What follows belongs to an exercise in optimizing a design on an open flow for small area, a short achievable clock period and few clock cycles; a production flow would make more cautious choices.
RTL that was checked went through simulation tests only; none was proved equivalent to the original.
Power figures rest on the tool's default switching activity, not on a simulated workload.

## oak
// lightHashDES
module lightHashDES(
        input clk,
        input M_valid,
        input rst_n,
        input [7 : 0] M,
        input [63 : 0] input_lenght,
        output reg hash_ready,
        output [31 : 0] digest
    );
reg busy;
reg pend;
reg [63:0] counter;
reg odd, A, B;
wire a, b;
HashIteration main(
    .M(M),
    .a(a),
    .b(b)
);
Round expand(
    .odd(odd),
    .A(A),
    .B(B),
    .h_out(digest)
);
wire start    = !busy && M_valid;
wire len_le1  = input_lenght[63:1] == 63'd0;
wire len_zero = len_le1 && !input_lenght[0];
wire at_two   = pend ? counter == 64'd3 : counter == 64'd2;
wire last     = busy && M_valid && at_two;
wire take     = M_valid && (busy || !len_zero);
always @(posedge clk or negedge rst_n) begin
    if (!rst_n) begin
        hash_ready <= 1'b0;
        busy <= 1'b0;
    end else if (start) begin
        hash_ready <= len_le1;
        busy <= !len_le1;
    end else if (last) begin
        hash_ready <= 1'b1;
        busy <= 1'b0;
    end
end
always @(posedge clk) begin
    pend <= busy && M_valid;
    counter <= busy ? counter - {63'd0, pend} : input_lenght;
end
always @(posedge clk) begin
    odd <= (odd && !start) ^ take;
    A   <= (A   && !start) ^ (a && take);
    B   <= (B   && !start) ^ (b && take);
end
endmodule
Size in the first run: roughly 590 cells after synthesis, roughly 70 flip-flops, ~110 I/O pins, about 0.0046 mm² of cells after synthesis.
export LEC_CHECK = 0
export CAP_MARGIN = 20
export CORE_MARGIN = 2
export CORE_UTILIZATION = 40
export PLACE_DENSITY = 0.6
export SLEW_MARGIN = 20
create_clock -name core_clock -period 4.5 [get_ports {clk}]
standard.sh (not shown) runs the stock make flow with config.mk's settings and CLKGATE_MAP_FILE= SYNTH_SCRIPT=/design/flow/synth_recipe.tcl, a recipe that flattens the netlist after the stock synthesis.
==> flow/flow/run.sh <==
#!/bin/bash
set -euo pipefail
bash standard.sh "BUFFER_PORTS_ARGS=-buffer_cell sky130_fd_sc_hd__buf_1" finish > flow.log 2>&1
Relative to oak, the following input files were edited for pine:
-- flow/config.mk --
<<< oak, line 8
>>> pine, line 8
export ABC_AREA = 1
<<< oak, line 12
>>> pine, line 13
export SETUP_SLACK_MARGIN = 2.7
Notes after the runs:
pine: flow completed, timing, DRC and antenna clean. Delta (pine minus oak): fmax climbed 150 MHz; placed cell area climbed 24%; die area picked up an extra 21%; final worst setup slack rose by 1040 ps.
The following lists how birch was set up differently from pine:
-- flow/config.mk --
<<< pine, line 8
export ABC_AREA = 1
>>> birch, line 8
Notes after the runs:
No stage failed in birch, and the final checks on the layout all came back clean.
Lower combinational cell fraction of total power was reported by pine, not birch.
What birch reported for die extent in y has to be multiplied by 1.10 to get the figure for pine.
Diff pine -> birch | fraction of power spent switching nets | decrease of 2.2 points
Compared with pine, birch shows a worst setup slack that is 500 ps lower.
Function was not checked in any run of this note: the RTL went through the layout flow alone.

## rev 12
Another version of the RTL of lightHashDES (not shown whole).
Size in the first run: about 590 cells after synthesis, ~69 flip-flops.
clock: 4.5 ns
lec_check: 0
cap_margin: 20
core_margin: 2
core_utilization: 40
place_density: 0.6
slew_margin: 20
run.sh (not shown) runs the stock make flow with config.mk's settings and CLKGATE_MAP_FILE= SYNTH_SCRIPT=/design/flow/synth_recipe.tcl, a recipe that flattens the netlist after the stock synthesis.
Stock flow here: none of the scripts above is used.
Testbench counts of rev 12, summed over its fixed seeds: cycles 29,177.
For rev 13, these inputs were changed with respect to rev 12:
==> flow/flow/run.sh (new file) <==
#!/bin/bash
set -euo pipefail
bash standard.sh "BUFFER_PORTS_ARGS=-buffer_cell sky130_fd_sc_hd__buf_1" finish > flow.log 2>&1
==> flow/standard.sh (new file) <==
#!/bin/bash
# synth_recipe.tcl (not shown) runs the flow's synth.tcl, then flattens the netlist and writes it again
# the make line also repeats each setting of config.mk as NAME=value (left out here)
make -C /OpenROAD-flow-scripts/flow DESIGN_CONFIG=/design/flow/config.mk WORK_HOME=/design/flow/orfs CLKGATE_MAP_FILE= SYNTH_SCRIPT=/design/flow/synth_recipe.tcl "${@:-finish}"
removed: flow/run.sh
==> run notes <==
Fraction of power consumed by combinational cells down 4.7 points in rev 13 wrt rev 12. Most common cell after layout, fill and taps aside = clkdlybuf4s50_1: rev 12; most common cell after layout, fill and taps aside = buf_1: rev 13. Going from rev 12 to rev 13, initial detailed-routing violation count down 13, global routing met2 resource utilization down 3.2 points, mean post-synth cell area flat.

lightHashDES, a different RTL version from the one above (not shown whole).
Size: roughly 540 cells after synthesis, roughly 110 I/O pins.
## lightHashDES
module lightHashDES(
        input clk,
        input M_valid,
        input rst_n,
        input [7 : 0] M,
        input [63 : 0] input_lenght,
        output reg hash_ready,
        output [31 : 0] digest
    );
clock: 4.5 ns
lec_check: 0
cap_margin: 20
core_margin: 2
core_utilization: 40
place_density: 0.6
setup_slack_margin: 2.65
slew_margin: 20
standard.sh (not shown) runs the stock make flow with config.mk's settings and CLKGATE_MAP_FILE= SYNTH_SCRIPT=/design/flow/synth_recipe.tcl, a recipe that flattens the netlist after the stock synthesis.
==> flow/flow/run.sh <==
#!/bin/bash
set -euo pipefail
bash standard.sh "ADDER_MAP_FILE=" "BUFFER_PORTS_ARGS=-buffer_cell sky130_fd_sc_hd__buf_1" \
  "SYNTH_KEEP_MODULES=Sbox5" "CTS_ARGS=-sink_clustering_enable -repair_clock_nets -dont_use_dummy_load" finish > flow.log 2>&1
==> next run, changes <==
==> flow/flow/run.sh (replaced) <==
#!/bin/bash
set -euo pipefail
bash standard.sh "ADDER_MAP_FILE=" "BUFFER_PORTS_ARGS=-buffer_cell sky130_fd_sc_hd__buf_1" \
  "CTS_ARGS=-sink_clustering_enable -repair_clock_nets -dont_use_dummy_load" finish > flow.log 2>&1
Effect:
- The new run finished with timing, DRC and antenna clean
- cell area shrinks by 4.2%
- fmax shrinks by 3.8%
- routed wire length shrinks by 8.3%
- clock skew stays flat
- power grows by 1.1%
- synthesized cell count shrinks by 2.6%
No run of this note included a check of the RTL's function; only the layout flow was run.

## try-onyx
Another version of the RTL of lightHashDES (not shown whole).
Size: roughly 470 cells after synthesis, ~3800 um^2 of cells after synthesis.
==> flow/config.mk <==
export PLATFORM = sky130hd
export DESIGN_NAME = lightHashDES
export DESIGN_NICKNAME = lightHashDES
export VERILOG_FILES = /design/flow/design.v
export SDC_FILE = /design/flow/constraint.sdc
export NUM_CORES = 4
export LEC_CHECK = 0
export CAP_MARGIN = 20
export CORE_MARGIN = 2
export CORE_UTILIZATION = 40
export PLACE_DENSITY = 0.6
export SETUP_SLACK_MARGIN = 2.6
export SLEW_MARGIN = 20
==> flow/constraint.sdc <==
create_clock -name core_clock -period 4.5 [get_ports {clk}]
set_input_delay 0.9000 -clock core_clock [delete_from_list [all_inputs] [get_ports {clk}]]
set_output_delay 0.9000 -clock core_clock [all_outputs]
set_load 0.01 [all_outputs]
==> flow/flow/run.sh <==
#!/bin/bash
set -euo pipefail
bash standard.sh "ADDER_MAP_FILE=" "BUFFER_PORTS_ARGS=-buffer_cell sky130_fd_sc_hd__buf_1" \
  "SYNTH_KEEP_MODULES=Sbox5 ZNor2 ZNand4 ZInv ZMux2i FlagZ0 FlagZ0n FlagZ1n" \
  "CTS_ARGS=-sink_clustering_enable -repair_clock_nets -dont_use_dummy_load" finish > flow.log 2>&1
try-onyx closes out successfully: all stages finished, all timing, DRC and antenna checks passed.
Testbench counts of try-onyx, summed over its fixed seeds: cycles 29,177.
Input changes introduced in try-delta (baseline for comparison: try-onyx):
- a change of SETUP_SLACK_MARGIN from 2.6 to 2.72
Findings:
try-delta went all the way through synthesis, placement and routing and the layout is clean on timing, DRC and antenna. The met2 track utilization from global routing of try-delta is higher than that of try-onyx. try-delta vs. try-onyx: fraction of standard cell area that is sequential went down by 3.4 points. Comparing try-delta and try-onyx, global-route total usage across every layer is higher on try-delta. nand2_1 as the leading cell type in the layout, fill and taps excluded was reported by try-delta, and buf_1 by try-onyx. try-delta vs. try-onyx: number of buffers other than clock buffers in the final layout increased 15; switching share of power decreased 1.3 points; total routed wire length on the met1 layer increased about 8%; routing usage on met1 increased 1.8 points. On clock network power, try-delta and try-onyx are basically level. Taking try-delta as 1.0, try-onyx lands at 0.912 on sum of routed wire length over all layers. Compared with try-onyx, try-delta improves final critical-path setup slack.
## Diff of input files: try-lagoon against try-delta
- SETUP_SLACK_MARGIN: 2.72 -> 2.65
Results
- Of try-lagoon and try-delta, the run reporting the higher number of filler instances in the final layout was try-lagoon.
- Part of the total power dissipated in the clock network in try-lagoon is 1.9 points above try-delta.
- Compared with try-delta, try-lagoon shows total chip power lower by 0.20 mW.
- For the fraction of area in multi-input gates, try-lagoon came in 2.3 points higher than try-delta did.
- Fraction of area in non-clock buffers: try-lagoon vs try-delta down 5.2 points
- Re global route total overflow: no difference whatsoever between try-delta and try-lagoon.
- try-delta finished every stage and its layout cleared the timing, DRC and antenna checks.
- try-lagoon: done, clean on timing, DRC and antenna
- Route | try-lagoon vs try-delta | wire shorter in try-lagoon
- Reported clock group power came out lower on try-lagoon than on try-delta.
For try-juniper, these inputs were changed with respect to try-lagoon:
- a change of SETUP_SLACK_MARGIN from 2.65 to 2.6
==> flow/flow/run.sh <==
#!/bin/bash
set -euo pipefail
bash standard.sh "ADDER_MAP_FILE=" "BUFFER_PORTS_ARGS=-buffer_cell sky130_fd_sc_hd__buf_1" \
  "SYNTH_KEEP_MODULES=Sbox5 ZNor2 ZNand4 ZInv ZMux2i FlagZ0 FlagZ0n FlagZ1n" \
  "CTS_ARGS=-repair_clock_nets -dont_use_dummy_load" finish > flow.log 2>&1
### Flow results
Looking at power spent charging and discharging nets, try-juniper sits 0.0074 mW higher than try-lagoon does.
In the flow results for try-lagoon and try-juniper, the period utilization is larger on try-juniper.
First-iteration DRC count delta for try-juniper relative to try-lagoon: about 40% higher
Delta (try-juniper minus try-lagoon): area taken by multi-input logic gates flat; clock group share of total power rose by 0.5 points.
Critical path data arrival time ends up lower on try-lagoon.
Diff try-lagoon -> try-juniper: post-synthesis to final-layout area growth down 3.0 points, maximum frequency has decreased, non-clock buffer count in the final layout lost 3.6%.

==> afterwards: timing with drivers on the ports <==
How much do the figures lean on ideal ports? The routed layouts below were timed once more, with nothing changed but the port constraints.
Step 1, drivers: a clkbuf_16 drives clk and a buf_2 each remaining input, both assumed.
Step 2 adds t to the input delays and takes it off the output delays; t is the mean of the earliest and latest rising clock arrival at the registers after step 1. Input paths then give back, and output paths get back, about the clock's delay inside the block.
Slacks: no drivers / after step 1 / after step 2; pairs: no drivers / after step 1.
run | t (ns) | setup slack, ns | clock arrival spread, ns
oak | 0.372 | 1.271 / 1.289 / 0.916 | 0.012 / 0.011
pine | 0.376 | 2.311 / 2.270 / 2.130 | 0.007 / 0.007
birch | 0.379 | 1.810 / 1.803 / 1.424 | 0.009 / 0.009
rev 12 | 0.358 | 0.814 / 0.822 / 0.463 | 0.007 / 0.007
rev 13 | 0.365 | 1.283 / 1.302 / 0.937 | 0.006 / 0.006
the first run of note 3 | 0.373 | 2.302 / 2.307 / 1.933 | 0.025 / 0.025
the second run of note 3 | 0.372 | 2.217 / 2.221 / 1.848 | 0.026 / 0.027
try-onyx | 0.358 | 2.639 / 2.646 / 2.287 | 0.022 / 0.021
try-delta | 0.362 | 2.671 / 2.616 / 2.254 | 0.030 / 0.031
try-lagoon | 0.358 | 2.692 / 2.620 / 2.262 | 0.017 / 0.017
try-juniper | 0.358 | 2.639 / 2.646 / 2.287 | 0.022 / 0.021
After both steps every run listed still meets setup and hold. For try-lagoon, which loses most, drivers alone change the setup slack by -0.072 ns; drivers and shift together by -0.430 ns.
